What follows belongs to an exercise in optimizing a design on an open flow for small area; a production flow would make more cautious choices.
In this exercise RTL edits were held to simulation tests only and were not proved equivalent to the original.
Power is estimated from default activity; no workload was simulated.

==> flow/design.v <==
module fifo_buffer
(
	input clock, reset_n,
	input write_enable, read_enable,
	input [7:0] data_in,
	input [5:0] full_thres,
	output [7:0] data_out,
	output empty, full
);
wire wr_en_mem, rd_en_mem;
reg [4:0] write_ptr, read_ptr;
reg [5:0] fifo_cnt;
reg [7:0] memory [0:31];
assign	wr_en_mem = write_enable & ~full;
assign	rd_en_mem = read_enable & ~empty;
assign	full = fifo_cnt == full_thres;
assign	empty = fifo_cnt == 0;
always@(posedge clock) begin
	if(reset_n == 0)
		fifo_cnt <= 0;
	else begin
		if((wr_en_mem == 0) & (rd_en_mem == 1))
			fifo_cnt <= fifo_cnt - 1;
		if((wr_en_mem == 1) & (rd_en_mem == 0))
			fifo_cnt <= fifo_cnt + 1;
	end
	if(reset_n == 0)
		write_ptr <= 0;
	else
		if(wr_en_mem == 1)
			write_ptr <= write_ptr + 1;
		else
			write_ptr <= write_ptr;
	if(reset_n == 0)
		read_ptr <= 0;
	else
		if(rd_en_mem == 1)
			read_ptr <= read_ptr + 1;
		else
			read_ptr <= read_ptr;
end
always@(posedge clock) begin
	if(wr_en_mem)
		memory[write_ptr] <= data_in;
end
assign data_out = memory[read_ptr];
endmodule
module tx_baud_gen
(
	input clock, reset_n,
	input[1:0] baudrate_select,
	output reg tx_baud
);
reg [6:0]num;
always@(posedge clock) begin
	if(reset_n == 0)
		num <= 0;
	else
		num <= num + 1;
end
always@(*) begin
	case(baudrate_select)
		0: tx_baud = (4'b1111 == num[3:0]) ? 1 : 0;
		1: tx_baud = (5'b11111 == num[4:0]) ? 1 : 0;
		2: tx_baud = (6'b111111 == num[5:0]) ? 1 : 0;
		3: tx_baud = (7'b1111111 == num[6:0]) ? 1 : 0;
		default: tx_baud = 0;
	endcase
end
endmodule
module uart_tx
(
	input clock, reset_n,
	input tx_start, tx_baud,
	input [7:0] data_in,
	output tx_done,
	output reg tx
);
localparam STATE_IDLE =	2'b00;
localparam STATE_START = 2'b01;
localparam STATE_DATA = 2'b10;
localparam STATE_STOP = 2'b11;
reg [8:0] buffer_in;
reg [1:0] state, state_next;
reg [3:0] bit_counter;
always@(posedge clock) begin
	if(reset_n == 0)
		state <= STATE_IDLE;
	else
		state <= state_next;
end
always@(*) begin
	state_next = state;
	case(state)
		STATE_IDLE: begin
			if(tx_start == 1 & tx_baud == 1)
				state_next = STATE_START;
		end
		STATE_START: begin
			if(tx_baud == 1)
				state_next = STATE_DATA;
		end
		STATE_DATA: begin
			if(bit_counter == 4'b1000 & tx_baud == 1)
				state_next = STATE_STOP;
		end
		STATE_STOP: begin
			if(tx_baud == 1 & tx_start == 1)
				state_next = STATE_IDLE;
			else if(tx_baud == 1)
				state_next = STATE_IDLE;
		end
		default: state_next = STATE_IDLE;
	endcase
end
always@(posedge clock) begin
	if(reset_n == 0)
		buffer_in <= 0;
	else
		if(state == STATE_IDLE & tx_start == 1)
			buffer_in <= {^data_in, data_in};
		else
			if(state == STATE_DATA & tx_baud == 1)
				buffer_in <= buffer_in >> 1;
			else
				buffer_in <= buffer_in;
end
always@(posedge clock)begin
	if(reset_n == 0)
		bit_counter <= 0;
	else begin
		if(tx_baud == 1)
			bit_counter <= bit_counter + 1;
		if(state != STATE_DATA & tx_baud == 1)
			bit_counter <= 0;
	end
end
always@(*) begin
	if(state == STATE_START)
		tx = 0;
	else
		if(state == STATE_IDLE || state == STATE_STOP)
			tx = 1;
		else
			tx = buffer_in[0];
end
assign tx_done = (state == STATE_STOP & tx_baud == 1);
endmodule
module uart_transmitter
(
	input [7:0] data_i,
	input data_write_i, clock_i, reset_n_i,
	input [5:0] data_buffer_full_thres_i,
	input [1:0] baudrate_select_i,
	output data_buffer_full_o,
	output uart_tx_o
);
wire empty;
wire fifo_read;
wire [7:0] data;
wire tx_baud;
fifo_buffer FIFO
(
	.clock(clock_i),
	.reset_n(reset_n_i),
	.full_thres(data_buffer_full_thres_i),
	.write_enable(data_write_i),
	.read_enable(fifo_read),
	.data_in(data_i),
	.data_out(data),
	.full(data_buffer_full_o),
	.empty(empty)
);
tx_baud_gen TX_BAUD_GEN
(
	.clock(clock_i),
	.reset_n(reset_n_i),
	.baudrate_select(baudrate_select_i),
	.tx_baud(tx_baud)
);
uart_tx UART_TX
(
	.clock(clock_i),
	.reset_n(reset_n_i),
	.tx_start(~empty),
	.tx_baud(tx_baud),
	.data_in(data),
	.tx_done(fifo_read),
	.tx(uart_tx_o)
);
endmodule
==> flow/run.sh <==
#!/bin/bash
# synth_recipe.tcl (not shown) runs the flow's synth.tcl, then flattens the netlist and writes it again
# the make line also repeats each setting of config.mk as NAME=value (left out here)
make -C /OpenROAD-flow-scripts/flow DESIGN_CONFIG=/design/flow/config.mk WORK_HOME=/design/flow/orfs CLKGATE_MAP_FILE= SYNTH_SCRIPT=/design/flow/synth_recipe.tcl finish
==> flow/config.mk <==
export PLATFORM = sky130hd
export DESIGN_NAME = uart_transmitter
export DESIGN_NICKNAME = uart_transmitter
export VERILOG_FILES = /design/flow/design.v
export SDC_FILE = /design/flow/constraint.sdc
export NUM_CORES = 4
export LEC_CHECK = 0
export CAP_MARGIN = 20
export CORE_MARGIN = 2
export CORE_UTILIZATION = 40
export SLEW_MARGIN = 20
==> flow/constraint.sdc <==
create_clock -name core_clock -period 10.0 [get_ports {clock_i}]
set_input_delay 2.0000 -clock core_clock [delete_from_list [all_inputs] [get_ports {clock_i}]]
set_output_delay 2.0000 -clock core_clock [all_outputs]
set_load 0.01 [all_outputs]
==> results.txt, run 1 <==
Post-CTS Resized 0; share of the synthesized area in the top cell type around 62%; CTS root buffer clkbuf_16; most common library cells after synthesis edfxtp_1, nor2_1, mux4_2; GR Util All Layers between 15 and 20%; FF+latch count, synth 299; ant diodes 0; Net Count, Synth 770; drt wl/cell 21.74 um; RSZ-0062 raised after global routing no; die extent in x 179.4 um; Area growth syn-to-layout 13.70%; PD cells slightly above 200 nW/um^2; vias in the first global route 6500; syn avg cell area roughly 17 um^2; Setup Viol. Count Final 0; Lkg Pwr roughly 0.0044 uW; Syn. warnings 3; Cell Area, Synth about 12000 um^2; HPWL Detailed ~16 mm; hold buffers post-CTS 0; Initial Util between 40 and 50%; DIE HEIGHT roughly 180 um; Final Max Tran Viols 0; multi-input logic area 3450 um^2; async set or reset register ratio after synthesis 0%; routing usage on met1 between 20% and 30%; vias per std cell between 5 and 6; Synth Flop Type edfxtp_1; critical path data arrival time 3.53 ns; # port buffers 20; Post-synth EDFFs approximately 260; CP Class input port to primary output; met2 Use GR 26.68%; CTS tree yes; Area contributors post-synth edfxtp_1, mux4_2, dfxtp_1; die area ~32000 um^2; I/O pins 21; pin count of the biggest net entering global routing 73; worst hold-check path type register to register; initial antenna violation count 0; total power about 2800 uW; Rel. slew slack between 30% and 40%; depth of the CTS H-tree 2; Fill cells roughly 2.6k; Sequential Area about 8600 um^2; GP Congestion between 0.8 and 0.9; Post-CTS Setup Bufs 0; CP Launch Type input port; GR peak layer met2; wirelength, routed 25.54 mm; Crit. End Element primary output; outcome complete, no violations; most common cell in the netlist edfxtp_1; Crit Path Max Fanout 2; CTS Buf Count 34; Critical Path RT 8.00 ns; Clock Sinks about 300; DRC violations left 0; Worst-Skew Late Latency a little over 0.5 ns; share of cells above drive strength 1 a little under a fifth; total of max-cap violations 0; drt pass-1 iters 5; Row Count 64; clk buf depth 3; Fmax roughly 180 MHz; Peak VDD IR approximately 0.09 mV; Synth Instances approximately 730; post-route clock period utilization between 50% and 60%; Layout Nets 795; CTS clk-pin slew, worst paths 0.05 ns; grt ovf 0; worst slew pin tran approximately 0.9 ns; Cell variety after synth 54; Clock Skew ~0.015 ns; Core ar. ~30000 um^2; sequential-to-total area share from yosys stat a little over two thirds; Antenna Nets Post-Route 0; global-route wire length before repair 38.45 mm; Hold Fails Final Rpt 0; initial DRC count between 400 and 500; total number of vias approximately 6.4k; met3 GRT Util under 10%; TNS Setup 0 ns; dominant cell type by area after synthesis edfxtp_1; min Tclk post-route around 5.5 ns
-- critical path: stages --
cell             delay [ns]
clkdlybuf4s50_1        0.42
xor2_1                 0.15
nor4_1                 0.26
nand3_1                0.12
inv_1                  0.06
clkdlybuf4s50_1        0.52
-- path summary, 6_finish.rpt --
path	from	to	slack, ns	cells past startpoint
max	data_buffer_full_thres_i[3]	data_buffer_full_o	4.47	6
min	TX_BAUD_GEN.num[0]$_SDFF_PN0_	TX_BAUD_GEN.num[0]$_SDFF_PN0_	0.47	1
max reg2reg	TX_BAUD_GEN.num[0]$_SDFF_PN0_	FIFO.fifo_cnt[5]$_SDFFE_PN0P_	5.69	17
min reg2reg	TX_BAUD_GEN.num[0]$_SDFF_PN0_	TX_BAUD_GEN.num[0]$_SDFF_PN0_	0.47	1
-- logic make-up after synthesis --
| kind of cell | count (synthesis) | synth area share, % |
|---|---|---|
| AOI/OAI and AO/OA | 83 | 5.563 |
| xor gates and xnor gates | 28 | 1.994 |
| adders and majority gates | 20 | 2.095 |
| buffers and inverters | 54 | 2.471 |
| DFF | 299 | 69.49 |
| muxes | 76 | 11.92 |
| and+or+nand+nor | 171 | 6.469 |
-- where the power goes --
group | internal, uW | total, uW | switching, uW
Sequential | 1380 | 1390 | 16.3
Clock | 823 | 1300 | 472
Combinational | 57.5 | 151 | 94.0
-- layout by cell type, fill, tap and decap left out, types with 3 or more instances in the layout --
cell type	netlist	routed
xor2_1	14	14
or3_1	3	3
a221oi_2	8	8
clkinv_1	1	4
a31oi_2	8	8
edfxtp_1	256	256
mux4_2	56	56
mux2i_1	18	18
and3_1	10	10
inv_1	16	16
xnor2_1	14	14
nand3_1	15	15
clkdlybuf4s50_1	0	14
and2_1	11	11
ha_1	19	19
clkbuf_16	0	37
nor2_1	73	73
bufinv_16	0	5
nand2_1	39	39
o21ai_0	3	3
a31oi_1	8	8
clkbuf_1	16	9
nand4_1	4	4
a21boi_1	8	8
clkbuf_8	0	3
a22oi_1	8	8
a311oi_1	8	8
o21bai_1	10	10
dfxtp_1	43	41
a21oi_1	15	15
buf_2	7	6
-- area by class of cell --
type / count / share of cell area (%)
clock inverters: 10 / 1.252
well taps: 396 / 3.542
inverters: 18 / 0.4830
multi-input cells: 378 / 24.66
clock buffers: 49 / 7.156
flip-flops and latches: 299 / 61.17
repair buffers: 25 / 1.735
-- stage by stage --
stage	cells	cell area (um^2)	utilization, %	hold WS, ns	setup slack, ns
after floorplan	731	12300	-	0.4176	5.309
after global placement	1114	12790	42.04	0.4284	4.417
after detailed placement	1115	12790	42.04	0.4650	4.176
after CTS	1174	13970	45.90	0.4729	4.441
after global routing	1175	13990	45.97	0.5013	4.281
final	1175	13990	45.97	0.4674	4.467
-- sequential cells by signal, summed over array words and instances, names as in the netlist, named ones only --
| register | flops |
|---|---|
| FIFO.memory | 256 |
| UART_TX.buffer_in | 9 |
| TX_BAUD_GEN.num | 7 |
| FIFO.fifo_cnt | 6 |
| FIFO.read_ptr | 5 |
| FIFO.write_ptr | 5 |
| UART_TX.bit_counter | 4 |
| UART_TX.state | 2 |
-- per-layer routing --
| metal | wire [um] | vias up |
|---|---|---|
| met5 | 0 | - |
| met2 | 12400 | 180 |
| met1 | 11200 | 3257 |
| li1 | - | 2883 |
| met3 | 1270 | 53 |
| met4 | 678 | 0 |
==> run 2: changes to the inputs <==
==> flow/design.v (replaced) <==
module fifo_buffer
(
	input clock, reset_n,
	input write_enable, read_enable,
	input [7:0] data_in,
	input [5:0] full_thres,
	output [7:0] tap_data,
	output head_at_tap,
	output empty, full
);
reg [5:0] fifo_cnt;
reg [4:0] wpos, rpos;
reg [255:0] ring;
wire wr = write_enable & ~full;
wire rd = read_enable & ~empty;
assign full  = fifo_cnt == full_thres;
assign empty = fifo_cnt == 0;
wire [4:0] wpos_e = empty ? 5'd0 : wpos;
always @(posedge clock) begin
	if (reset_n == 0)
		fifo_cnt <= 0;
	else if (wr & ~rd)
		fifo_cnt <= fifo_cnt + 1;
	else if (rd & ~wr)
		fifo_cnt <= fifo_cnt - 1;
	wpos <= wpos_e + 5'd1 + {4'd0, wr};
	rpos <= empty ? 5'd0 : rpos + 5'd1 + {4'd0, rd};
end
genvar i;
generate
	for (i = 0; i < 32; i = i + 1) begin : g_ring
		wire sel = wr & (wpos_e == i);
		wire [7:0] din = (i % 2) ? data_in : ~data_in;
		always @(posedge clock)
			ring[8*i +: 8] <= ~(sel ? din : ring[8*((i+31)%32) +: 8]);
	end
endgenerate
assign tap_data = ring[7:0];
assign head_at_tap = rpos == 5'd0;
endmodule
module tx_baud_gen
(
	input clock, reset_n,
	input [1:0] baudrate_select,
	output tx_baud
);
reg [6:0] num;
always @(posedge clock) begin
	if (reset_n == 0)
		num <= 0;
	else
		num <= num + 1;
end
assign tx_baud = &num[3:0] &
                 (num[4] | (baudrate_select == 2'd0)) &
                 (num[5] | ~baudrate_select[1]) &
                 (num[6] | (baudrate_select != 2'd3));
endmodule
module uart_tx
(
	input clock, reset_n,
	input tx_start, tx_baud,
	input [7:0] data_in,
	input data_valid,
	output tx_done,
	output tx
);
localparam STATE_IDLE  = 2'b00;
localparam STATE_START = 2'b01;
localparam STATE_DATA  = 2'b10;
localparam STATE_STOP  = 2'b11;
reg [1:0] state;
reg [8:0] sh;
reg par;
wire in_data = state == STATE_DATA;
wire last = sh[8:1] == 0;
always @(posedge clock) begin
	if (reset_n == 0)
		state <= STATE_IDLE;
	else if (tx_baud)
		case (state)
			STATE_IDLE:  if (tx_start) state <= STATE_START;
			STATE_START: state <= STATE_DATA;
			STATE_DATA:  if (last) state <= STATE_STOP;
			STATE_STOP:  state <= STATE_IDLE;
		endcase
end
always @(posedge clock) begin
	if (~in_data) begin
		if (data_valid)
			sh <= {1'b1, data_in};
	end else if (tx_baud)
		sh <= {1'b0, sh[8:1]};
	if (~in_data)
		par <= 1'b0;
	else if (tx_baud)
		par <= par ^ sh[0];
end
assign tx = (state == STATE_START) ? 1'b0 :
            in_data ? (last ? par : sh[0]) : 1'b1;
assign tx_done = (state == STATE_STOP) & tx_baud;
endmodule
module uart_transmitter
(
	input [7:0] data_i,
	input data_write_i, clock_i, reset_n_i,
	input [5:0] data_buffer_full_thres_i,
	input [1:0] baudrate_select_i,
	output data_buffer_full_o,
	output uart_tx_o
);
wire empty;
wire fifo_read;
wire [7:0] data;
wire head_at_tap;
wire tx_baud;
fifo_buffer FIFO
(
	.clock(clock_i),
	.reset_n(reset_n_i),
	.full_thres(data_buffer_full_thres_i),
	.write_enable(data_write_i),
	.read_enable(fifo_read),
	.data_in(data_i),
	.tap_data(data),
	.head_at_tap(head_at_tap),
	.full(data_buffer_full_o),
	.empty(empty)
);
tx_baud_gen TX_BAUD_GEN
(
	.clock(clock_i),
	.reset_n(reset_n_i),
	.baudrate_select(baudrate_select_i),
	.tx_baud(tx_baud)
);
uart_tx UART_TX
(
	.clock(clock_i),
	.reset_n(reset_n_i),
	.tx_start(~empty),
	.tx_baud(tx_baud),
	.data_in(data),
	.data_valid(head_at_tap),
	.tx_done(fifo_read),
	.tx(uart_tx_o)
);
endmodule
==> results.txt, run 2 <==
Clock Sinks 291 (-2.7%); DP Cell Count 1116 (+0.090%); CP dominant cell by count clkdlybuf4s50_1; Area growth syn-to-layout 13.72% (about the same); ant diodes 0 (unchanged); largest register by flop count FIFO.ring; Synth Instances 805 (+10%); GR Util All Layers 16.00% (-0.17 points); CTS clk-pin slew, worst paths 0.06 ns (about the same); die extent in x 165.0 um (-8.0%); Fmax 171.2 MHz (-5.3%); vias per std cell 4.913 (-9.4%); CTS root buffer clkbuf_16; share of total power in the clock network 30.3% (-15 points); cell-internal power 2616 uW (+16%); Rel. slew slack 26.53% (-12 points); CP Class input port to primary output; min Tclk post-route 5.840 ns (+0.3070 ns); Logic pwr share 16.7% (+11 points); Antenna Nets Post-Route 0 (unchanged); initial DRC count 214 (-54%); syn avg cell area 12.87 um^2 (-23%); HPWL Detailed 12.43 mm (-21%); critical path data arrival time 3.84 ns (+0.31 ns); Initial Util 40.92% (+0.49 points); Clock Skew 0.01336 ns (-0.002029 ns); Fill cells 2284 (-11%); Crit. End Element primary output; Post-CTS Resized 0 (unchanged); initial antenna violation count 0 (unchanged); hold buffers post-CTS 0 (unchanged); vias in the first global route 5789 (-11%); global-route wire length before repair 33.61 mm (-13%); DIE HEIGHT 165.0 um (-8.0%); Largest register FFs 256 (unchanged); most frequent cells in the layout dfxtp_1, mux2i_1, clkbuf_16; CTS tree yes; die area 27210 um^2 (-15%); RSZ-0062 raised after global routing no; pin count of the biggest net entering global routing 22 (-70%); depth of the CTS H-tree 1 (-1); fraction of the mapped netlist area in simple logic gates 8.934% (+2.5 points); Core ar. 25330 um^2 (-17%); largest family of logic cells by synthesized area multiplexers; Hold Fails Final Rpt 0 (unchanged); Row Count 58 (-9.4%); critical path's slowest cell clkdlybuf4s50_1; I/O pins 21 (unchanged); Peak VDD IR 0.1458 mV (+59%); Setup Viol. Count Final 0 (unchanged); Area contributors post-synth dfxtp_1, mux2i_1, nor3_4; total number of vias 5728 (-10%); Lkg Pwr 0.005030 uW (+14%); share of cells above drive strength 1 11.84% (-6.4 points); drt wl/cell 17.70 um (-19%); Cell Area, Synth 10360 um^2 (-16%); CTS Buf Count 29 (-15%); Cell variety after synth 47 (-13%); TNS Setup 0 ns (unchanged); Post-CTS Setup Bufs 0 (unchanged); Layout Nets 853 (+7.3%); Critical Path RT 8.00 ns (about the same); XOR/XNOR share of the synthesized area 1.606% (-0.39 points); Non-Filler Instances 1166 (-0.77%); Syn. warnings 3 (unchanged); GP Congestion 0.7444 (-7.4%); PD cells 300.4 nW/um^2 (+48%); Synth Flop Type dfxtp_1; Adder-Cell Fraction of Synth Area 2.125% (+0.030 points); total of max-cap violations 0 (unchanged); CP Cell Sequence clkdlybuf4s50_1 > xnor2_1 > nand4_1 > or2_2 > inv_1 > clkdlybuf4s50_1; CP Launch Type input port; outcome complete, no violations; FF+latch count, synth 291 (-2.7%); Final Max Tran Viols 0 (unchanged); grt ovf 0 (unchanged); sequential-to-total area share from yosys stat 57.08% (-12 points); DRC violations left 0 (unchanged); Synth Area in Compound Gates 1.606% (-4.0 points); # port buffers 20 (unchanged); biggest registers after layout FIFO.ring (256), UART_TX.sh (9), TX_BAUD_GEN.num (7); Net Count, Synth 841 (+9.2%); CP peak stage delay 0.53 ns (about the same); mux cell area share after synthesis 25.79% (+14 points); post-route clock period utilization 58.40% (+3.1 points); clk buf depth 3 (unchanged); Worst-Skew Late Latency 0.53 ns (+0.02 ns); most common library cells after synthesis dfxtp_1, mux2i_1, clkbuf_1; net switching power 924.0 uW (+59%); most common cell in the netlist dfxtp_1; async set or reset register ratio after synthesis 0% (unchanged); Seq pwr share 53.0% (+3.9 points); Sw Share 26.10% (+5.6 points); drt pass-1 iters 4 (-1); wirelength, routed 20.64 mm (-19%); Crit Path Max Fanout 5 (+3); share of the synthesized area in the top cell type 54.47% (-8.0 points); most common cell after layout, fill and taps aside dfxtp_1; worst hold-check path type register to register; worst slew pin tran 1.102 ns (+0.2050 ns); dominant cell type by area after synthesis dfxtp_1; Post-synth EDFFs 9 (-96%)
run 2: worst max-delay path: cells and delay by family:
family,cells,cell delay (ns)
simple gates,2,0.63
xor+xnor,1,0.12
buf+inv,3,1.09
run 2: cell families after synthesis:
| logic type | Yosys count |
|---|---|
| flops | 291 |
| mux | 266 |
| simple gates | 119 |
| buf+inv | 70 |
| compound gates | 23 |
| xor+xnor | 19 |
| fa+ha+maj | 17 |
run 2: layout make-up:
class / count / area (um^2) / area share, %
clock buffer: 38 / 840.8 / 7.134
clock inverter: 12 / 113.9 / 0.9661
inverter: 23 / 86.33 / 0.7326
multi-input combinational: 444 / 4155 / 35.26
sequential: 291 / 5916 / 50.20
tap: 330 / 412.9 / 3.504
timing repair buffer: 28 / 260.3 / 2.208
run 2: power by group through the flow:
stage / registers [uW] / logic [uW] / clock network [uW]
global route: 1930 / 664 / 1150
global placement: 1900 / 587 / 0
finish: 1880 / 590 / 1070
CTS: 1880 / 601 / 1100
detailed placement: 1900 / 595 / 0
floorplan: 1830 / 497 / 0
run 2: path summary, 6_finish.rpt:
check                                 from                       endpoint  slack (ns)  cells past startpoint
max            data_buffer_full_thres_i[4]             data_buffer_full_o        4.16                      6
min                 FIFO.ring[134]$_DFF_P_         FIFO.ring[142]$_DFF_P_        0.40                      1
min reg2reg         FIFO.ring[134]$_DFF_P_         FIFO.ring[142]$_DFF_P_        0.40                      1
max reg2reg  TX_BAUD_GEN.num[0]$_SDFF_PN0_  FIFO.fifo_cnt[5]$_SDFFE_PN0P_        6.87                     13
run 2: metal layers:
layer	track usage, %	part of all wire [%]
met4	3.794	1.5
met5	0	0
met2	26.09	46
met1	22.20	49
met3	2.687	3.7
run 2: stage by stage:
stage	util [%]	cell area, um^2	hold slack, ns	power (uW)	setup slack [ns]
global placement	42.76	10830	0.3882	2489	4.186
finish	46.53	11790	0.3966	3540	4.160
floorplan	-	10360	0.3875	2328	5.146
global route	46.53	11790	0.4049	3753	4.057
detailed placement	42.76	10830	0.3924	2494	4.158
CTS	46.53	11790	0.3992	3586	4.149
==> run 3: changes to the inputs <==
--- a/flow/design.v
+++ b/flow/design.v
@@ -13,2 +13,4 @@
 reg [255:0] ring;
+reg [7:0] data_d;
+reg staged;
 wire wr = write_enable & ~full;
@@ -18,2 +20,4 @@
 wire [4:0] wpos_e = empty ? 5'd0 : wpos;
+wire ins = wpos_e[0] ? staged : wr;
+wire [7:0] bus = wpos_e[0] ? data_d : data_in;
 always @(posedge clock) begin
@@ -27,2 +31,4 @@
 	rpos <= empty ? 5'd0 : rpos + 5'd1 + {4'd0, rd};
+	data_d <= data_in;
+	staged <= wr & wpos_e[0];
 end
@@ -31,6 +37,11 @@
 	for (i = 0; i < 32; i = i + 1) begin : g_ring
-		wire sel = wr & (wpos_e == i);
-		wire [7:0] din = (i % 2) ? data_in : ~data_in;
-		always @(posedge clock)
-			ring[8*i +: 8] <= ~(sel ? din : ring[8*((i+31)%32) +: 8]);
+		if (i % 2 == 0) begin : g_even
+			wire sel = ins & (wpos_e[4:1] == i / 2);
+			wire [7:0] din = ((i / 2) % 2) ? bus : ~bus;
+			always @(posedge clock)
+				ring[8*i +: 8] <= ~(sel ? din : ring[8*((i+31)%32) +: 8]);
+		end else begin : g_odd
+			always @(posedge clock)
+				ring[8*i +: 8] <= ring[8*(i-1) +: 8];
+		end
 	end
--- a/flow/config.mk
+++ b/flow/config.mk
@@ -10,2 +10,3 @@
 export CORE_UTILIZATION = 40
+export CTS_BUF_LIST = sky130_fd_sc_hd__clkbuf_4
 export SLEW_MARGIN = 20
==> results.txt, run 3 <==
outcome complete, no violations; Peak VDD IR 0.08264 mV (-43%); worst hold-check path type register to register; share of cells above drive strength 1 19.04% (+7.2 points); Cell variety after synth 43 (-8.5%); TNS Setup 0 ns (unchanged); FF+latch count, synth 300 (+3.1%); vias in the first global route 5393 (-6.8%); CTS root buffer clkbuf_4; Row Count 54 (-6.9%); Rel. slew slack 26.51% (about the same); initial antenna violation count 1 (+1); Final WS setup 4.299 ns (+0.1382 ns); share of the synthesized area in the top cell type 64.89% (+10 points); Fill cells 1890 (-17%); Cell Area, Synth 8977 um^2 (-13%); hold buffers post-CTS 0 (unchanged); Synth Instances 649 (-19%); Clock Skew 0.03035 ns (+0.01700 ns); Crit Path Max Fanout 2 (-3); Largest register FFs 256 (unchanged); Seq pwr share 55.4% (+2.4 points); Critical Path RT 8.00 ns (about the same); Fmax 175.4 MHz (+2.4%); RSZ-0062 raised after global routing no; DRC violations left 0 (unchanged); drt wl/cell 16.23 um (-8.3%); Synth Flop Type dfxtp_1; syn avg cell area 13.83 um^2 (+7.4%); Clock Sinks 300 (+3.1%); vias per std cell 4.710 (-4.1%); CTS Buf Count 74 (+160%); sequential-to-total area share from yosys stat 67.90% (+11 points); global-route wire length before repair 27.99 mm (-17%); HPWL Detailed 10.28 mm (-17%); I/O pins 21 (unchanged); biggest registers after layout FIFO.ring (256), UART_TX.sh (9), FIFO.data_d (8); Setup Viol. Count Final 0 (unchanged); most common cell in the netlist dfxtp_1; Layout Nets 775 (-9.1%); Antenna Nets Post-Route 0 (unchanged); GP Congestion 0.7870 (+5.7%); depth of the CTS H-tree 3 (+2); most frequent cells in the layout dfxtp_1, mux2i_1, clkbuf_4; cell-internal power 2435 uW (-6.9%); Crit. End Element primary output; async set or reset register ratio after synthesis 0% (unchanged); Worst-Skew Late Latency 0.66 ns (+0.13 ns); pin count of the biggest net entering global routing 19 (-14%); most common cell after layout, fill and taps aside dfxtp_1; GR Util All Layers 15.34% (-0.66 points); Sw Share 26.50% (+0.40 points); Logic pwr share 14.5% (-2.2 points); Hold Fails Final Rpt 0 (unchanged); Final Max Tran Viols 0 (unchanged); Post-CTS Setup Bufs 0 (unchanged); Area growth syn-to-layout 16.46%; die extent in x 153.8 um (-6.8%); initial DRC count 192 (-10%); drt pass-1 iters 4 (unchanged); post-route clock period utilization 57.01% (-1.4 points); Area contributors post-synth dfxtp_1, mux2i_1, edfxtp_1; Post-CTS Resized 0 (unchanged); share of total power in the clock network 30.1% (-0.2 points); Worst Hold Margin 0.3033 ns (-0.09334 ns); CP Launch Type input port; largest register by flop count FIFO.ring; min Tclk post-route 5.701 ns (-0.1382 ns); wirelength, routed 17.37 mm (-16%); PD cells 316.9 nW/um^2 (+5.5%); die area 23660 um^2 (-13%); Lkg Pwr 0.004026 uW (-20%); CTS tree yes; CTS clk-pin slew, worst paths 0.06 ns (about the same); total of max-cap violations 0 (unchanged); # port buffers 20 (unchanged); worst slew pin tran 1.100 ns (-0.002283 ns); Core ar. 21960 um^2 (-13%); dominant cell type by area after synthesis dfxtp_1; critical path data arrival time 3.70 ns (-0.14 ns); Initial Util 40.88% (about the same); net switching power 878.0 uW (-5.0%); grt ovf 0 (unchanged); Setup WS pre-CTS 4.293 ns (+0.1353 ns); most common library cells after synthesis dfxtp_1, mux2i_1, nand2_1; DIE HEIGHT 153.8 um (-6.8%); CP Class input port to primary output; clk buf depth 3 (unchanged); total number of vias 5040 (-12%); Net Count, Synth 685 (-19%); Syn. warnings 3 (unchanged); Post-synth EDFFs 9 (unchanged)
[run 3: cell count changes after synthesis, sizes merged, moves of 7 or more]
cell	delta
or3	-8
dfxtp	+9
nand2	+15
nor3	-20
clkbuf	-29
buf	-8
mux2i	-119
mux2	+8
nor2	-7
a21oi	+14
[run 3: power by group through the flow]
stage	registers, uW	logic (uW)	clock network [uW]
2_1_floorplan	1800	365	0
3_3_place_gp	1850	466	0
3_5_place_dp	1860	486	0
4_1_cts	1840	489	1030
5_1_grt	1890	532	1100
6_report	1840	481	997
[run 3: worst max-delay path, stage by stage]
cell,delay (ns)
clkdlybuf4s50_1,0.47
xnor2_1,0.11
nand2_1,0.11
or3_1,0.41
inv_1,0.07
clkdlybuf4s50_1,0.54
[run 3: final cells by class]
class / count / area (um^2) / area share, %
timing repair buffer: 24 / 234.0 / 2.238
multi-input combinational: 321 / 2771 / 26.51
clock buffer: 107 / 803.3 / 7.683
sequential: 300 / 6096 / 58.31
inverter: 18 / 67.56 / 0.6462
tap: 280 / 350.3 / 3.351
clock inverter: 18 / 127.6 / 1.221
antenna: 2 / 5.005 / 0.04787
[run 3: per-stage QoR]
step,utilization (%),total power [uW],instances,cell area [um^2]
2_1_floorplan,-,2164,649,8977
3_3_place_gp,43.30,2318,942,9508
3_5_place_dp,43.30,2345,942,9508
4_1_cts,47.54,3367,1067,10440
5_1_grt,47.61,3514,1070,10460
6_report,47.61,3313,1070,10460
[run 3: per-layer routing]
metal	GRT usage (%)	share of wire (%)	up-vias
met1	19.54	47	2443
li1	-	-	2472
met5	0	0	-
met2	23.90	46	91
met3	4.791	4.9	34
met4	7.165	2.1	0
[run 3: final timing paths]
check,from,endpoint,slack (ns),cells after the start
setup / recovery,data_buffer_full_thres_i[0],data_buffer_full_o,4.30,6
hold / removal,FIFO.ring[128]$_DFF_P_,FIFO.ring[136]$_DFF_P_,0.30,0
setup reg to reg,FIFO.fifo_cnt[1]$_SDFFE_PN0P_,FIFO.fifo_cnt[5]$_SDFFE_PN0P_,6.21,10
hold reg to reg,FIFO.ring[128]$_DFF_P_,FIFO.ring[136]$_DFF_P_,0.30,0
[run 3: logic make-up after synthesis]
| family | after synthesis | synth area share (%) |
|---|---|---|
| flip-flops | 300 | 67.90 |
| multiplexers | 155 | 17.51 |
| AND/OR/NAND/NOR | 84 | 4.641 |
| AO/OA/AOI/OAI | 45 | 4.321 |
| buffers and inverters | 28 | 1.226 |
| XOR/XNOR | 20 | 1.951 |
| adder cells (fa/ha/maj) | 17 | 2.453 |
==> run 4: changes to the inputs <==
--- a/flow/config.mk
+++ b/flow/config.mk
@@ -10,3 +10,2 @@
 export CORE_UTILIZATION = 40
-export CTS_BUF_LIST = sky130_fd_sc_hd__clkbuf_4
 export SLEW_MARGIN = 20
==> results.txt, run 4 <==
Post-CTS Setup Bufs 0 (unchanged); Final WS setup 4.299 ns (+0.0003000 ns); critical path data arrival time 3.70 ns (about the same); CTS root buffer clkbuf_16; Core Util, Final 47.94% (+0.33 points); Critical Path RT 8.00 ns (about the same); Net Count, Synth 685 (unchanged); grt ovf 0 (unchanged); hold buffers post-CTS 0 (unchanged); die extent in x 153.8 um (unchanged); Setup Viol. Count Final 0 (unchanged); vias in the first global route 5009 (-7.1%); worst slew pin tran 1.086 ns (-0.01382 ns); # port buffers 20 (unchanged); CP peak stage delay 0.54 ns (about the same); RSZ-0062 raised after global routing no; HPWL Detailed 10.28 mm (unchanged); wirelength, routed 16.73 mm (-3.7%); total of max-cap violations 0 (unchanged); Antenna Nets Post-Route 0 (unchanged); DIE HEIGHT 153.8 um (unchanged); Layout Nets 730 (-5.8%); Synth Instances 649 (unchanged); R2R cell count 10 (unchanged); vias per std cell 4.763 (+1.1%); most common cell after layout, fill and taps aside dfxtp_1; Initial Util 40.88% (unchanged); Worst setup startpoint data_buffer_full_thres_i[0]; Final Max Tran Viols 0 (unchanged); share of the synthesized area in the top cell type 64.89% (unchanged); critical path's slowest cell clkdlybuf4s50_1; Post-synth EDFFs 9 (unchanged); Crit. End Element primary output; CTS clk-pin slew, worst paths 0.06 ns (about the same); fin area 10530 um^2 (+0.69%); TNS Setup 0 ns (unchanged); largest register by flop count FIFO.ring; Hold Fails Final Rpt 0 (unchanged); Syn. warnings 3 (unchanged); CP Cell Sequence clkdlybuf4s50_1 > xnor2_1 > nand2_1 > or3_1 > inv_1 > clkdlybuf4s50_1; total number of vias 4749 (-5.8%); Clock Sinks 300 (unchanged); die area 23660 um^2 (unchanged); cell family with the largest share of critical-path delay buffers and inverters; PD cells 326.8 nW/um^2 (+3.1%); GP Congestion 0.7870 (unchanged); Crit Path Max Fanout 2 (unchanged); Fill cells 1821 (-3.7%); Setup WS pre-CTS 4.293 ns (unchanged); worst hold-check path type register to register; Clock Skew 0.01588 ns (-0.01448 ns); most frequent cells in the layout dfxtp_1, mux2i_1, nand2_1; min Tclk post-route 5.701 ns (-0.0003000 ns); Peak VDD IR 0.1449 mV (+75%); biggest registers after layout FIFO.ring (256), UART_TX.sh (9), FIFO.data_d (8); FF+latch count, synth 300 (unchanged); CP Launch Type input port; Row Count 54 (unchanged); sequential-to-total area share from yosys stat 67.90% (unchanged); CP dominant cell by count clkdlybuf4s50_1; Area growth syn-to-layout 17.27%; post-route clock period utilization 57.01% (about the same); I/O pins 21 (unchanged); drt wl/cell 16.78 um (+3.4%); Non-Filler Instances 997 (-6.8%); initial DRC count 181 (-5.7%); CP bufs+invs 3 (unchanged); DRC violations left 0 (unchanged); drt pass-1 iters 4 (unchanged); clk buf depth 3 (unchanged); share of cells above drive strength 1 12.41% (-6.6 points); Cell variety after synth 43 (unchanged); DP Cell Count 942 (unchanged); Cell Area, Synth 8977 um^2 (unchanged); initial antenna violation count 0 (-1); placed instance area 9508 um^2 (unchanged); Area contributors post-synth dfxtp_1, mux2i_1, edfxtp_1; dominant cell type by area after synthesis dfxtp_1; syn avg cell area 13.83 um^2 (unchanged); Levels on crit path 6 (unchanged); CP Class input port to primary output; depth of the CTS H-tree 1 (-2); Worst-Skew Late Latency 0.54 ns (-0.12 ns); Lkg Pwr 0.003973 uW (-1.3%); capture point of the worst reg-to-reg path FIFO.fifo_cnt[5]$_SDFFE_PN0P_; Core ar. 21960 um^2 (unchanged); most common library cells after synthesis dfxtp_1, mux2i_1, nand2_1; most common cell in the netlist dfxtp_1; Rel. slew slack 27.43% (+0.92 points); Critical Path Sink data_buffer_full_o; GR Util All Layers 14.57% (-0.77 points); async set or reset register ratio after synthesis 0% (unchanged); Largest register FFs 256 (unchanged); Reg-to-Reg Start FIFO.fifo_cnt[1]$_SDFFE_PN0P_; Synth Flop Type dfxtp_1; Post-CTS Resized 0 (unchanged); worst reg-to-reg setup slack 6.27 ns (+0.06 ns); CTS tree yes; global-route wire length before repair 27.06 mm (-3.3%); pin count of the biggest net entering global routing 19 (unchanged); CTS Buf Count 29 (-61%); Fmax 175.4 MHz (about the same); ant diodes 0 (-2); outcome complete, no violations
-- run 4: cell counts after synthesis --
No cell type changed its count.
-- run 4: worst reg2reg max path: stages, from the launching register on --
cell and delay, ns:
dfxtp_1 0.37, nor4_1 0.86, nand2_1 0.39, nand3_1 0.24, ha_1 0.34, inv_1 0.17, ha_1 0.37, nor2b_1 0.21
nand2_1 0.07, o311ai_0 0.41, mux2i_1 0.22
-- run 4: area by class of cell --
class                   instances  area (um^2)  share of cell area (%)
clock inverters                20        254.0                   2.413
repair buffers                 24        234.0                   2.222
clock buffers                  34        754.5                   7.167
flip-flops and latches        300         6096                   57.90
inverters                      18        67.56                  0.6418
multi-input cells             321         2771                   26.33
well taps                     280        350.3                   3.328
-- run 4: per-stage QoR --
| stage | hold WS [ns] | power (uW) |
|---|---|---|
| final | 0.3105 | 3440 |
| after global routing | 0.3229 | 3621 |
| after CTS | 0.3123 | 3488 |
| after detailed placement | 0.3121 | 2345 |
| after global placement | 0.3112 | 2318 |
| after floorplan | 0.3096 | 2164 |
-- run 4: worst min path at each step --
stage,depth (start not counted),slack [ns],startpoint,end
6_report,0,0.31,FIFO.ring[20]$_DFF_P_,FIFO.ring[28]$_DFF_P_
5_1_grt,0,0.32,FIFO.ring[20]$_DFF_P_,FIFO.ring[28]$_DFF_P_
2_1_floorplan,0,0.31,FIFO.ring[96]$_DFF_P_,FIFO.ring[104]$_DFF_P_
3_5_place_dp,0,0.31,FIFO.ring[197]$_DFF_P_,FIFO.ring[205]$_DFF_P_
3_3_place_gp,0,0.31,FIFO.ring[134]$_DFF_P_,FIFO.ring[142]$_DFF_P_
4_1_cts,0,0.31,FIFO.ring[20]$_DFF_P_,FIFO.ring[28]$_DFF_P_
-- run 4: per-layer routing --
layer / vias up / global-route usage [%] / share of wire (%) / routed length (um)
met1: 2306 / 19.81 / 48 / 8074
li1: 2345 / - / - / -
met4: 0 / 4.228 / 2.0 / 331
met3: 34 / 2.762 / 3.8 / 640
met5: - / 0 / 0 / 0
met2: 64 / 23.79 / 46 / 7685
-- run 4: where the power goes --
group	switching, uW	internal [uW]
Combinational	275	205
Sequential	147	1690
Clock	450	674
-- run 4: cell families (layout without fill, tap and decap cells) --
| logic type | after synthesis | count (layout) | share of synthesized area (%) |
|---|---|---|---|
| DFF | 300 | 300 | 67.90 |
| and+or+nand+nor | 84 | 84 | 4.641 |
| AOI/OAI and AO/OA | 45 | 45 | 4.321 |
| xor gates and xnor gates | 20 | 20 | 1.951 |
| adders and majority gates | 17 | 17 | 2.453 |
| muxes | 155 | 155 | 17.51 |
| buffers and inverters | 28 | 96 | 1.226 |
==> run 5: changes to the inputs <==
--- a/flow/config.mk
+++ b/flow/config.mk
@@ -9,3 +9,5 @@
 export CORE_MARGIN = 2
-export CORE_UTILIZATION = 40
+export CORE_UTILIZATION = 65
+export CTS_BUF_LIST = sky130_fd_sc_hd__clkbuf_2
+export PLACE_DENSITY = 0.75
 export SLEW_MARGIN = 20
==> results.txt, run 5 <==
Largest register FFs 256 (unchanged); initial antenna violation count 1 (+1); share of cells above drive strength 1 18.44% (+6.0 points); drt wl/cell 17.54 um (+4.5%); multi-input logic area 2771 um^2 (unchanged); critical path data arrival time 3.70 ns (about the same); total power 3084 uW (-10%); Fill cells 912 (-50%); Net Count, Synth 685 (unchanged); CP peak stage delay 0.52 ns (-0.02 ns); Worst-Skew Late Latency 0.79 ns (+0.25 ns); grt ovf 0 (unchanged); Cell Area, Synth 8977 um^2 (unchanged); net switching power 872.7 uW (about the same); Reg-to-Reg Start FIFO.fifo_cnt[0]$_SDFFE_PN0P_; CP Launch Type input port; met2 Use GR 38.03% (+14 points); CP bufs+invs 3 (unchanged); I/O pins 21 (unchanged); RSZ-0062 raised after global routing no; Row Count 42 (-22%); PD cells 308.1 nW/um^2 (-5.7%); biggest registers after layout FIFO.ring (256), UART_TX.sh (9), FIFO.data_d (8); Sw Share 28.29% (+3.0 points); HPWL Detailed 10.05 mm (-2.2%); CP dominant cell by count clkdlybuf4s50_1; share of total power in the clock network 24.6% (-8.1 points); wirelength, routed 16.81 mm (+0.44%); syn avg cell area 13.83 um^2 (unchanged); clk buf depth 3 (unchanged); share of the synthesized area in the top cell type 64.89% (unchanged); drt pass-1 iters 4 (unchanged); FF+latch count, synth 300 (unchanged); CTS Buf Count 70 (+140%); Core ar. 13350 um^2 (-39%); GP Congestion 0.8462 (+7.5%); Clock Skew 0.04261 ns (+0.02673 ns); Worst Min Path Start FIFO.ring[51]$_DFF_P_; CTS root buffer clkbuf_2; Fmax 175.6 MHz (about the same); initial DRC count 272 (+50%); most common library cells after synthesis dfxtp_1, mux2i_1, nand2_1; global-route wire length before repair 27.03 mm (about the same); Logic pwr share 15.9% (+2.0 points); critical path's slowest cell clkdlybuf4s50_1; Post-synth EDFFs 9 (unchanged); min Tclk post-route 5.696 ns (-0.005120 ns); Crit Path Max Fanout 2 (unchanged); most common cell in the netlist dfxtp_1; Post-CTS Setup Bufs 0 (unchanged); Post-CTS Resized 0 (unchanged); Clock Sinks 300 (unchanged); depth of the CTS H-tree 3 (+2); Area contributors post-synth dfxtp_1, mux2i_1, edfxtp_1; sequential-to-total area share from yosys stat 67.90% (unchanged); DIE HEIGHT 121.5 um (-21%); CP Class input port to primary output; cell family with the largest share of critical-path delay buffers and inverters; post-route clock period utilization 56.96% (about the same); total of max-cap violations 0 (unchanged); Synth Flop Type dfxtp_1; pin count of the biggest net entering global routing 20 (+1); Antenna Nets Post-Route 0 (unchanged); met3 GRT Util 6.250% (+3.5 points); worst slew pin tran 1.105 ns (+0.01913 ns); Seq pwr share 59.5% (+6.1 points); async set or reset register ratio after synthesis 0% (unchanged); Final Max Tran Viols 0 (unchanged); # port buffers 20 (unchanged); most common cell after layout, fill and taps aside dfxtp_1; GR peak layer met2; Syn. warnings 3 (unchanged); worst hold-check path type register to register; Rel. slew slack 26.33% (-1.1 points); CTS tree yes; Worst setup startpoint data_buffer_full_thres_i[5]; dominant cell type by area after synthesis dfxtp_1; Synth Instances 649 (unchanged); outcome complete, no violations; most frequent cells in the layout dfxtp_1, mux2i_1, clkbuf_2; vias per std cell 5.183 (+8.8%); TNS Setup 0 ns (unchanged); routing usage on met1 33.07% (+13 points); die area 14770 um^2 (-38%); Lkg Pwr 0.003959 uW (-0.36%); Peak VDD IR 0.2190 mV (+51%); total number of vias 4965 (+4.5%); Cell variety after synth 43 (unchanged); Sequential Area 6096 um^2 (unchanged); Setup Viol. Count Final 0 (unchanged); Critical Path RT 8.00 ns (about the same); Initial Util 67.26% (+26 points); CTS clk-pin slew, worst paths 0.11 ns (+0.05 ns); largest register by flop count FIFO.ring; DRC violations left 0 (unchanged); Area growth syn-to-layout 11.50%; cell-internal power 2212 uW (-14%); vias in the first global route 5152 (+2.9%); Hold Fails Final Rpt 0 (unchanged); Crit. End Element primary output; GR Util All Layers 24.49% (+9.9 points); CP Cell Sequence clkdlybuf4s50_1 > xnor2_1 > nand2_1 > or3_1 > inv_1 > clkdlybuf4s50_1; hold buffers post-CTS 0 (unchanged); die extent in x 121.5 um (-21%); Layout Nets 771 (+5.6%)
==> run 5: cell types whose count changed in the layout (fill, tap and decap cells not counted), sizes merged <==
cell	change
clkbuf	+67
clkinvlp	-4
bufinv	-3
clkinv	+3
diode	+1
inv	+1
==> run 5: layer usage <==
metal / share of wire [%] / routed length [um]
met5: 0 / 0
met4: 1.9 / 314
met3: 5.5 / 922
met2: 46 / 7655
met1: 47 / 7913
==> run 5: cells by family (layout without fill, tap and decap cells) <==
| family | after synthesis | count (layout) | share of synthesized area [%] |
|---|---|---|---|
| other | 0 | 1 | 0 |
| adders and majority gates | 17 | 17 | 2.453 |
| DFF | 300 | 300 | 67.90 |
| buffers and inverters | 28 | 160 | 1.226 |
| AOI/OAI and AO/OA | 45 | 45 | 4.321 |
| muxes | 155 | 155 | 17.51 |
| xor gates and xnor gates | 20 | 20 | 1.951 |
| and+or+nand+nor | 84 | 84 | 4.641 |
==> run 5: area by class of cell <==
class | count | share of cell area (%)
antenna | 1 | 0.02500
clock buffer | 101 | 5.050
clock inverter | 17 | 1.163
inverter | 18 | 0.6750
multi-input combinational | 321 | 27.69
sequential | 300 | 60.90
tap | 176 | 2.200
timing repair buffer | 24 | 2.300
==> run 5: path summary, 6_finish.rpt <==
check	end	slack [ns]	cells after the start
worst min register to register	FIFO.ring[59]$_DFF_P_	0.30	0
worst max-delay path	data_buffer_full_o	4.30	6
worst min-delay path	FIFO.ring[59]$_DFF_P_	0.30	0
worst max register to register	FIFO.ring[228]$_DFF_P_	6.50	6
==> run 5: stage by stage <==
stage          cells  cell area (um^2)  hold WS [ns]  utilization, %  setup slack [ns]
2_1_floorplan    649              8977        0.3096               -             5.298
3_5_place_dp     839              9385        0.3121           70.31             4.295
6_report         958             10010        0.3003           74.99             4.304
5_1_grt          958             10010        0.2967           74.99             4.196
3_3_place_gp     839              9385        0.3112           70.31             4.328
4_1_cts          957             10010        0.2884           74.97             4.294
==> run 5: power by group through the flow <==
stage	logic (uW)	registers (uW)	clock network [uW]
finish	490	1830	760
global route	542	1880	842
CTS	493	1840	778
detailed placement	489	1860	0
global placement	466	1850	0
floorplan	365	1800	0
==> run 6: changes to the inputs <==
--- a/flow/config.mk
+++ b/flow/config.mk
@@ -10,3 +10,5 @@
 export CORE_UTILIZATION = 65
-export CTS_BUF_LIST = sky130_fd_sc_hd__clkbuf_2
+export CTS_BUF_LIST = sky130_fd_sc_hd__clkbuf_16
+export CTS_CLUSTER_DIAMETER = 100
+export CTS_CLUSTER_SIZE = 30
 export PLACE_DENSITY = 0.75
==> results.txt, run 6 <==
Antenna Nets Post-Route 0 (unchanged); Clock Sinks 300 (unchanged); Cell variety after synth 43 (unchanged); Largest register FFs 256 (unchanged); die extent in x 121.5 um (unchanged); worst reg-to-reg setup slack 6.50 ns (about the same); Core ar. 13350 um^2 (unchanged); DIE HEIGHT 121.5 um (unchanged); Net Count, Synth 685 (unchanged); async set or reset register ratio after synthesis 0% (unchanged); PD cells 297.8 nW/um^2 (-3.3%); Area growth syn-to-layout 8.432%; vias per std cell 5.366 (+3.5%); drt wl/cell 18.69 um (+6.6%); wirelength, routed 16.02 mm (-4.7%); Peak VDD IR 0.2119 mV (-3.3%); CTS Buf Count 13 (-81%); sequential-to-total area share from yosys stat 67.90% (unchanged); Rel. slew slack 26.24% (-0.084 points); clk buf depth 3 (unchanged); hold buffers post-CTS 0 (unchanged); Synth Instances 649 (unchanged); Setup WS pre-CTS 4.295 ns (unchanged); Crit. End Element primary output; CTS tree yes; ant diodes 0 (-1); Hold Fails Final Rpt 0 (unchanged); worst hold-check path type register to register; Fmax 175.6 MHz (about the same); most common cell after layout, fill and taps aside dfxtp_1; FF+latch count, synth 300 (unchanged); initial antenna violation count 0 (-1); Post-synth EDFFs 9 (unchanged); Clock Skew 0.02411 ns (-0.01850 ns); CTS root buffer clkbuf_16; RSZ-0062 raised after global routing no; Syn. warnings 3 (unchanged); largest register by flop count FIFO.ring; Critical Path RT 8.00 ns (about the same); GR Util All Layers 22.71% (-1.8 points); Layout Nets 714 (-7.4%); HPWL Detailed 10.05 mm (unchanged); I/O pins 21 (unchanged); DRC violations left 0 (unchanged); total number of vias 4599 (-7.4%); most common library cells after synthesis dfxtp_1, mux2i_1, nand2_1; initial DRC count 242 (-11%); total power 2899 uW (-6.0%); GP Congestion 0.8462 (unchanged); CTS clk-pin slew, worst paths 0.10 ns (about the same); # port buffers 20 (unchanged); share of the synthesized area in the top cell type 64.89% (unchanged); Final WS setup 4.306 ns (+0.001570 ns); critical path data arrival time 3.69 ns (about the same); Post-CTS Resized 0 (unchanged); grt ovf 0 (unchanged); CP Launch Type input port; outcome complete, no violations; multi-input logic area 2771 um^2 (unchanged); syn avg cell area 13.83 um^2 (unchanged); Fill cells 920 (+0.88%); Sequential Area 6096 um^2 (unchanged); Row Count 42 (unchanged); most frequent cells in the layout dfxtp_1, mux2i_1, nand2_1; Lkg Pwr 0.003668 uW (-7.3%); TNS Setup 0 ns (unchanged); Core Util, Final 72.93% (-2.1 points); Initial Util 67.26% (unchanged); total of max-cap violations 0 (unchanged); min Tclk post-route 5.694 ns (-0.001570 ns); Area contributors post-synth dfxtp_1, mux2i_1, edfxtp_1; vias in the first global route 4645 (-9.8%); depth of the CTS H-tree 1 (-2); Cell Area, Synth 8977 um^2 (unchanged); most common cell in the netlist dfxtp_1; drt pass-1 iters 4 (unchanged); Final Max Tran Viols 0 (unchanged); dominant cell type by area after synthesis dfxtp_1; Post-CTS Setup Bufs 0 (unchanged); Setup Viol. Count Final 0 (unchanged); CP Class input port to primary output; post-route clock period utilization 56.94% (about the same); die area 14770 um^2 (unchanged); pin count of the biggest net entering global routing 32 (+60%); worst slew pin tran 1.106 ns (+0.001253 ns); global-route wire length before repair 25.54 mm (-5.5%); Synth Flop Type dfxtp_1; biggest registers after layout FIFO.ring (256), UART_TX.sh (9), FIFO.data_d (8); Crit Path Max Fanout 2 (unchanged); Worst-Skew Late Latency 0.48 ns (-0.31 ns); share of cells above drive strength 1 7.783% (-11 points)
-- run 6: critical path, cell delays in order --
cell and delay, ns:
clkdlybuf4s50_1 0.47, xnor2_1 0.12, nand2_1 0.12, or3_1 0.40, inv_1 0.06, clkdlybuf4s50_1 0.52
-- run 6: area by class of cell --
cell class,instances,area share (%)
Clock buffer,13,3.342
Clock inverter,5,0.2442
Inverter,18,0.6941
Multi-Input combinational cell,321,28.47
Sequential cell,300,62.62
Tap cell,176,2.262
Timing Repair Buffer,24,2.365
-- run 6: stage by stage --
step | cell area, um^2 | std cells | hold slack (ns)
after detailed placement | 9385 | 839 | 0.3121
after global routing | 9734 | 857 | 0.3321
after floorplan | 8977 | 649 | 0.3096
after CTS | 9734 | 857 | 0.3209
after global placement | 9385 | 839 | 0.3112
final | 9734 | 857 | 0.3221
-- run 6: cell families (layout without fill, tap and decap cells) --
| logic type | after synthesis | in the layout | share of synthesized area, % |
|---|---|---|---|
| xor gates and xnor gates | 20 | 20 | 1.951 |
| buffers and inverters | 28 | 60 | 1.226 |
| DFF | 300 | 300 | 67.90 |
| muxes | 155 | 155 | 17.51 |
| and+or+nand+nor | 84 | 84 | 4.641 |
| adders and majority gates | 17 | 17 | 2.453 |
| AOI/OAI and AO/OA | 45 | 45 | 4.321 |
-- run 6: per-layer routing --
metal	track usage (%)	share of wire, %	up-vias
li1	-	-	2276
met1	33.14	48	2230
met3	2.867	4.8	17
met5	0	0	-
met2	37.36	46	76
met4	3.736	1.4	0
-- run 6: final timing paths --
path,start,endpoint,depth (start not counted)
worst max-delay path,data_buffer_full_thres_i[5],data_buffer_full_o,6
worst min-delay path,FIFO.ring[177]$_DFF_P_,FIFO.ring[185]$_DFF_P_,0
worst max register to register,FIFO.fifo_cnt[0]$_SDFFE_PN0P_,FIFO.ring[228]$_DFF_P_,6
worst min register to register,FIFO.ring[177]$_DFF_P_,FIFO.ring[185]$_DFF_P_,0
-- run 6: report_power, final --
part	internal (uW)	switching, uW
clock network	240	334
logic	206	283
registers	1690	149
total	2130	766
==> run 7: changes to the inputs <==
==> flow/flow/run.sh (new file) <==
#!/bin/bash
# The standard layout (standard.sh, with the standard synthesis) with three changes:
# port buffers are buf_1 cells, every cell is first given its smallest drive
# strength before repair_design, and clock-tree synthesis uses large clusters
# of clkbuf_16 leaves without dummy loads.
set -euo pipefail
here=$(pwd)
export BUFFER_PORTS_ARGS="-buffer_cell sky130_fd_sc_hd__buf_1"

export CTS_ARGS="-sink_clustering_enable -repair_clock_nets -dont_use_dummy_load -buf_list sky130_fd_sc_hd__clkbuf_16 -sink_clustering_size 30 -sink_clustering_max_diameter 100"
bash standard.sh > "$here/standard.log" 2>&1
==> flow/standard.sh (new file) <==
#!/bin/bash
# synth_recipe.tcl (not shown) runs the flow's synth.tcl, then flattens the netlist and writes it again
# the make line also repeats each setting of config.mk as NAME=value (left out here)
make -C /OpenROAD-flow-scripts/flow DESIGN_CONFIG=/design/flow/config.mk WORK_HOME=/design/flow/orfs CLKGATE_MAP_FILE= SYNTH_SCRIPT=/design/flow/synth_recipe.tcl "${@:-finish}"
--- a/flow/config.mk
+++ b/flow/config.mk
@@ -10,5 +10,2 @@
 export CORE_UTILIZATION = 65
-export CTS_BUF_LIST = sky130_fd_sc_hd__clkbuf_16
-export CTS_CLUSTER_DIAMETER = 100
-export CTS_CLUSTER_SIZE = 30
 export PLACE_DENSITY = 0.75
removed: flow/run.sh
==> results.txt, run 7 <==
most common library cells after synthesis dfxtp_1, mux2i_1, nand2_1; Largest register FFs 256 (unchanged); die extent in x 121.5 um (unchanged); share of the synthesized area in the top cell type 64.89% (unchanged); FF+latch count, synth 300 (unchanged); Setup Viol. Count Final 0 (unchanged); Area growth syn-to-layout 6.690%; drt pass-1 iters 4 (unchanged); Rel. slew slack 26.35% (+0.11 points); cell-internal power 2122 uW (-0.52%); Initial Util 67.26% (unchanged); Post-CTS Resized 0 (unchanged); global-route wire length before repair 25.38 mm (-0.65%); Lkg Pwr 0.003583 uW (-2.3%); RSZ-0062 raised after global routing no; CTS Buf Count 13 (unchanged); Cell variety after synth 43 (unchanged); worst slew pin tran 1.105 ns (-0.001602 ns); Final WS setup 5.029 ns (+0.7238 ns); vias per std cell 5.391 (+0.46%); Hold Fails Final Rpt 0 (unchanged); # port buffers 20 (unchanged); Clock Sinks 300 (unchanged); CP Launch Type input port; worst hold-check path type register to register; most common cell after layout, fill and taps aside dfxtp_1; HPWL Detailed 9.828 mm (-2.2%); pin count of the biggest net entering global routing 31 (-3.1%); Worst-Skew Late Latency 0.47 ns (about the same); Setup WS pre-CTS 5.017 ns (+0.7216 ns); CTS clk-pin slew, worst paths 0.10 ns (about the same); Area contributors post-synth dfxtp_1, mux2i_1, edfxtp_1; CTS tree yes; CP peak stage delay 0.40 ns (-0.12 ns); vias in the first global route 4588 (-1.2%); DRC violations left 0 (unchanged); share of total power in the clock network 19.5% (-0.3 points); Sw Share 26.23% (-0.21 points); GP Congestion 0.8143 (-3.8%); Crit Path Max Fanout 2 (unchanged); Clock Skew 0.02141 ns (-0.002697 ns); total number of vias 4588 (-0.24%); Layout Nets 713 (-0.14%); Critical Path RT 8.00 ns (about the same); total power 2876 uW (-0.80%); depth of the CTS H-tree 1 (unchanged); biggest registers after layout FIFO.ring (256), UART_TX.sh (9), FIFO.data_d (8); initial antenna violation count 0 (unchanged); CP Cell Sequence buf_1 > xnor2_1 > nand2_1 > or3_1 > inv_1 > buf_1; Cell Area, Synth 8977 um^2 (unchanged); outcome complete, no violations; CTS root buffer clkbuf_16; most common cell in the netlist dfxtp_1; total of max-cap violations 0 (unchanged); die area 14770 um^2 (unchanged); CP dominant cell by count buf_1; wirelength, routed 15.83 mm (-1.2%); Syn. warnings 3 (unchanged); Peak VDD IR 0.2030 mV (-4.2%); Final Max Tran Viols 0 (unchanged); Post-synth EDFFs 9 (unchanged); critical path's slowest cell or3_1; clk buf depth 3 (unchanged); Net Count, Synth 685 (unchanged); DIE HEIGHT 121.5 um (unchanged); grt ovf 0 (unchanged); sequential-to-total area share from yosys stat 67.90% (unchanged); Core ar. 13350 um^2 (unchanged); Fmax 201.2 MHz (+15%); Row Count 42 (unchanged); Logic pwr share 16.7% (-0.2 points); dominant cell type by area after synthesis dfxtp_1; hold buffers post-CTS 0 (unchanged); Synth Instances 649 (unchanged); TNS Setup 0 ns (unchanged); largest register by flop count FIFO.ring; Antenna Nets Post-Route 0 (unchanged); net switching power 754.2 uW (-1.6%); PD cells 300.3 nW/um^2 (+0.82%); GR Util All Layers 22.57% (-0.14 points); Seq pwr share 63.8% (+0.5 points); I/O pins 21 (unchanged); CP Class input port to primary output; ant diodes 0 (unchanged); syn avg cell area 13.83 um^2 (unchanged); critical path data arrival time 2.97 ns (-0.72 ns); share of cells above drive strength 1 7.556% (-0.23 points); Synth Flop Type dfxtp_1; min Tclk post-route 4.971 ns (-0.7238 ns); drt wl/cell 18.60 um (-0.51%); Post-CTS Setup Bufs 0 (unchanged); async set or reset register ratio after synthesis 0% (unchanged); initial DRC count 282 (+17%); most frequent cells in the layout dfxtp_1, mux2i_1, nand2_1; Crit. End Element primary output; post-route clock period utilization 49.71% (-7.2 points)
==> run 7: cell types whose count changed in the layout (fill, tap and decap cells not counted) <==
cell and delta:
inv_6 -1, buf_1 +20, inv_1 -4, clkdlybuf4s50_1 -20, buf_4 -1
==> run 7: final cells by class <==
cell class / count / area (um^2)
well taps: 176 / 220.2
multi-input cells: 321 / 2771
repair buffers: 23 / 97.59
fillers: 959 / 3770
flip-flops and latches: 300 / 6096
inverters: 18 / 67.56
clock buffers: 13 / 325.3
==> run 7: power by group through the flow <==
stage	Clock, uW	Sequential, uW	Combinational, uW
after floorplan	0	1800	365
after global placement	0	1850	460
after detailed placement	0	1860	480
after CTS	577	1840	486
after global routing	616	1880	534
final	562	1830	479
==> run 7: layer usage <==
layer  track usage [%]  vias to the layer above  share of wire [%]
met1             33.73                     2252                 50
met3             2.820                       13                3.4
met5                 0                        -                  0
met4             3.520                        0               0.94
met2             36.34                       51                 46
li1                  -                     2272                  -
==> run 7: cells by family (layout without fill, tap and decap cells) <==
| family | Yosys count | in the layout | synth area share (%) |
|---|---|---|---|
| AOI/OAI and AO/OA | 45 | 45 | 4.321 |
| buffers and inverters | 28 | 54 | 1.226 |
| muxes | 155 | 155 | 17.51 |
| adders and majority gates | 17 | 17 | 2.453 |
| DFF | 300 | 300 | 67.90 |
| and+or+nand+nor | 84 | 84 | 4.641 |
| xor gates and xnor gates | 20 | 20 | 1.951 |
==> run 7: path summary, 6_finish.rpt <==
path	start	endpoint	slack (ns)	cells past startpoint
max	data_buffer_full_thres_i[0]	data_buffer_full_o	5.03	6
min	FIFO.ring[134]$_DFF_P_	FIFO.ring[142]$_DFF_P_	0.32	0
min reg2reg	FIFO.ring[134]$_DFF_P_	FIFO.ring[142]$_DFF_P_	0.32	0
max reg2reg	FIFO.fifo_cnt[0]$_SDFFE_PN0P_	FIFO.ring[228]$_DFF_P_	6.14	5
==> run 7: worst max-delay path: cells and delay by family <==
family | cells | cell delay, ns
XOR/XNOR | 1 | 0.15
buffers and inverters | 3 | 0.29
AND/OR/NAND/NOR | 2 | 0.52
==> run 7: per-stage QoR <==
step                hold slack (ns)  cells  utilization, %  cell area (um^2)
floorplan                    0.3096    649               -              8977
global placement             0.3105    838           69.32              9253
detailed placement           0.3121    838           69.32              9253
CTS                          0.3221    851           71.76              9578
global route                 0.3340    851           71.76              9578
finish                       0.3152    851           71.76              9578
==> run 8: changes to the inputs <==
--- a/flow/flow/run.sh
+++ b/flow/flow/run.sh
@@ -8,3 +8,3 @@
 export BUFFER_PORTS_ARGS="-buffer_cell sky130_fd_sc_hd__buf_1"
-
+export POST_RESIZE_TCL="$here/flow/recover.tcl"
 export CTS_ARGS="-sink_clustering_enable -repair_clock_nets -dont_use_dummy_load -buf_list sky130_fd_sc_hd__clkbuf_16 -sink_clustering_size 30 -sink_clustering_max_diameter 100"
==> flow/flow/recover.tcl (new file) <==
# Run after repair_design (POST_RESIZE_TCL): size down cells off the critical
# paths while setup timing, slew and capacitance limits still hold.
estimate_parasitics -placement
repair_timing -setup -recover_power 100 -verbose
==> results.txt, run 8 <==
critical path data arrival time 2.96 ns (about the same); async set or reset register ratio after synthesis 0% (unchanged); Syn. warnings 3 (unchanged); Logic pwr share 16.9% (+0.2 points); Area growth syn-to-layout 8.153%; Synth Instances 649 (unchanged); worst reg-to-reg setup slack 6.23 ns (+0.09 ns); I/O pins 21 (unchanged); CP Class input port to primary output; min Tclk post-route 4.963 ns (-0.007400 ns); critical path's slowest cell or3_1; Crit Path Max Fanout 2 (unchanged); drt pass-1 iters 4 (unchanged); syn avg cell area 13.83 um^2 (unchanged); worst hold-check path type register to register; largest register by flop count FIFO.ring; Core ar. 13350 um^2 (unchanged); grt ovf 0 (unchanged); GR Util All Layers 22.34% (-0.24 points); total number of vias 4631 (+0.94%); Fmax 201.5 MHz (+0.15%); Setup Viol. Count Final 0 (unchanged); clk buf depth 3 (unchanged); dominant cell type by area after synthesis dfxtp_1; Post-CTS Setup Bufs 0 (unchanged); Largest register FFs 256 (unchanged); Post-synth EDFFs 9 (unchanged); sequential-to-total area share from yosys stat 67.90% (unchanged); CTS tree yes; CTS Buf Count 13 (unchanged); Worst-Skew Late Latency 0.47 ns (about the same); most common library cells after synthesis dfxtp_1, mux2i_1, nand2_1; Detail Route met2 WL 7.255 mm (+0.43%); total of max-cap violations 0 (unchanged); Clock Skew 0.02032 ns (-0.001091 ns); Critical Path RT 8.00 ns (about the same); cell family with the largest share of critical-path delay simple AND/OR/NAND/NOR gates; die extent in x 121.5 um (unchanged); biggest registers after layout FIFO.ring (256), UART_TX.sh (9), FIFO.data_d (8); vias in the first global route 4605 (+0.37%); RSZ-0062 raised after global routing no; highest metal used met4; ant diodes 0 (unchanged); share of cells above drive strength 1 9.130% (+1.6 points); DIE HEIGHT 121.5 um (unchanged); Peak VDD IR 0.1958 mV (-3.6%); DRC violations left 0 (unchanged); share of total power in the clock network 19.4% (about the same); hold buffers post-CTS 0 (unchanged); Post-CTS Resized 0 (unchanged); CP Cell Sequence buf_1 > xnor2_1 > nand2_1 > or3_1 > inv_1 > buf_1; cell-internal power 2125 uW (+0.18%); Antenna Nets Post-Route 0 (unchanged); PD cells 296.7 nW/um^2 (-1.2%); Row Count 42 (unchanged); most common cell after layout, fill and taps aside dfxtp_1; Area contributors post-synth dfxtp_1, mux2i_1, edfxtp_1; Hold Fails Final Rpt 0 (unchanged); Rel. slew slack 29.50% (+3.2 points); TNS Setup 0 ns (unchanged); Synth Flop Type dfxtp_1; HPWL Detailed 9.756 mm (-0.73%); Sw Share 26.23% (about the same); CP bufs+invs 3 (unchanged); Clock Sinks 300 (unchanged); wirelength, routed 16.03 mm (+1.3%); Initial Util 67.26% (unchanged); met1 wire length 8.189 mm (+3.5%); post-route clock period utilization 49.63% (-0.074 points); global-route wire length before repair 25.19 mm (-0.74%); CP Launch Type input port; net switching power 755.7 uW (+0.19%); most common cell in the netlist dfxtp_1; initial antenna violation count 0 (unchanged); Seq pwr share 63.7% (about the same); Cell variety after synth 43 (unchanged); CTS root buffer clkbuf_16; FF+latch count, synth 300 (unchanged); Crit. End Element primary output; share of the synthesized area in the top cell type 64.89% (unchanged); worst slew pin tran 1.055 ns (-0.04979 ns); # port buffers 20 (unchanged); Final Max Tran Viols 0 (unchanged); vias per std cell 5.348 (-0.81%); GP Congestion 0.8143 (unchanged); pin count of the biggest net entering global routing 31 (unchanged); Net Count, Synth 685 (unchanged); Cell Area, Synth 8977 um^2 (unchanged); CTS clk-pin slew, worst paths 0.12 ns (+0.02 ns); Layout Nets 728 (+2.1%); depth of the CTS H-tree 1 (unchanged); Core Util, Final 72.74% (+0.98 points); met3 wire len 357 um (-34%); outcome complete, no violations; drt wl/cell 18.52 um (-0.43%); Lkg Pwr 0.003663 uW (+2.3%); CP dominant cell by count buf_1; initial DRC count 278 (-1.4%); most frequent cells in the layout dfxtp_1, mux2i_1, nand2_1; CP peak stage delay 0.40 ns (about the same); die area 14770 um^2 (unchanged)
## run 8: stage by stage
stage          cell area, um^2  cells  hold WS (ns)  total power [uW]  worst slack, ns
2_1_floorplan             8977    649        0.3096              2164            5.298
3_3_place_gp              9253    838        0.3105              2308            5.078
3_5_place_dp              9169    838        0.3121              2324            3.198
4_1_cts                   9494    851        0.3253              2886            3.333
5_1_grt                   9709    866        0.3328              3030            4.947
6_report                  9709    866        0.3242              2881            5.037
## run 8: metal layers
| metal | vias up | track usage (%) |
|---|---|---|
| met3 | 15 | 2.256 |
| met2 | 52 | 35.78 |
| li1 | 2291 | - |
| met1 | 2273 | 33.52 |
| met5 | - | 0 |
| met4 | 0 | 4.310 |
## run 8: power groups by stage
stage,logic [uW],clock network [uW],registers [uW]
floorplan,365,0,1800
global placement,460,0,1850
detailed placement,466,0,1860
global route,540,611,1880
CTS,471,575,1840
finish,487,560,1830
## run 8: worst reg2reg max path, cell delays in order, from the launching register on
cell      delay (ns)
dfxtp_1         0.40
or4_1           0.65
o21ai_4         0.76
o311ai_4        0.52
a211oi_1        0.35
clkbuf_1        0.73
mux2i_1         0.29
## run 8: area by class of cell
type	instances	area [um^2]
multi-input combinational	321	2754
tap	176	220.2
sequential	300	6096
inverter	18	67.56
fill	941	3638
timing repair buffer	38	246.5
clock buffer	13	325.3
## run 8: cells by family (layout without fill, tap and decap cells)
logic type	count (synthesis)	in the layout	share of synthesized area, %
muxes	155	155	17.51
xor gates and xnor gates	20	20	1.951
AOI/OAI and AO/OA	45	45	4.321
adders and majority gates	17	17	2.453
and+or+nand+nor	84	84	4.641
DFF	300	300	67.90
buffers and inverters	28	69	1.226
## run 8: worst paths after layout
| kind | from | to | cells after the start |
|---|---|---|---|
| setup reg to reg | FIFO.fifo_cnt[0]$_SDFFE_PN0P_ | FIFO.ring[198]$_DFF_P_ | 6 |
| hold / removal | FIFO.ring[196]$_DFF_P_ | FIFO.ring[204]$_DFF_P_ | 0 |
| setup / recovery | data_buffer_full_thres_i[0] | data_buffer_full_o | 6 |
| hold reg to reg | FIFO.ring[196]$_DFF_P_ | FIFO.ring[204]$_DFF_P_ | 0 |

-- what the ideal ports hide --
Ports are ideal in the flow. The routed layouts listed here were re-timed in OpenROAD. Step 1: set_driving_cell puts a clkbuf_16 on clock_i and a buf_2 on each other input, an assumption about the parent block. Step 2 also shifts input and output timing later by t, the mid clock arrival at the registers, as if the neighbouring blocks saw the same clock. a / b / c = no drivers / after step 1 / after step 2; a / b = the first two.
| run | shift t [ns] | setup slack, ns |
|---|---|---|
| run 1 | 0.552 | 4.467 / 4.439 / 4.102 |
| run 2 | 0.575 | 4.160 / 4.123 / 4.123 |
| run 3 | 0.677 | 4.299 / 4.271 / 4.271 |
| run 4 | 0.577 | 4.299 / 4.271 / 4.271 |
| run 5 | 0.796 | 4.304 / 4.273 / 4.273 |
| run 6 | 0.507 | 4.306 / 4.274 / 4.274 |
| run 7 | 0.504 | 5.029 / 5.009 / 5.009 |
| run 8 | 0.504 | 5.037 / 5.017 / 5.017 |
After both steps setup and hold are still met in every run listed.
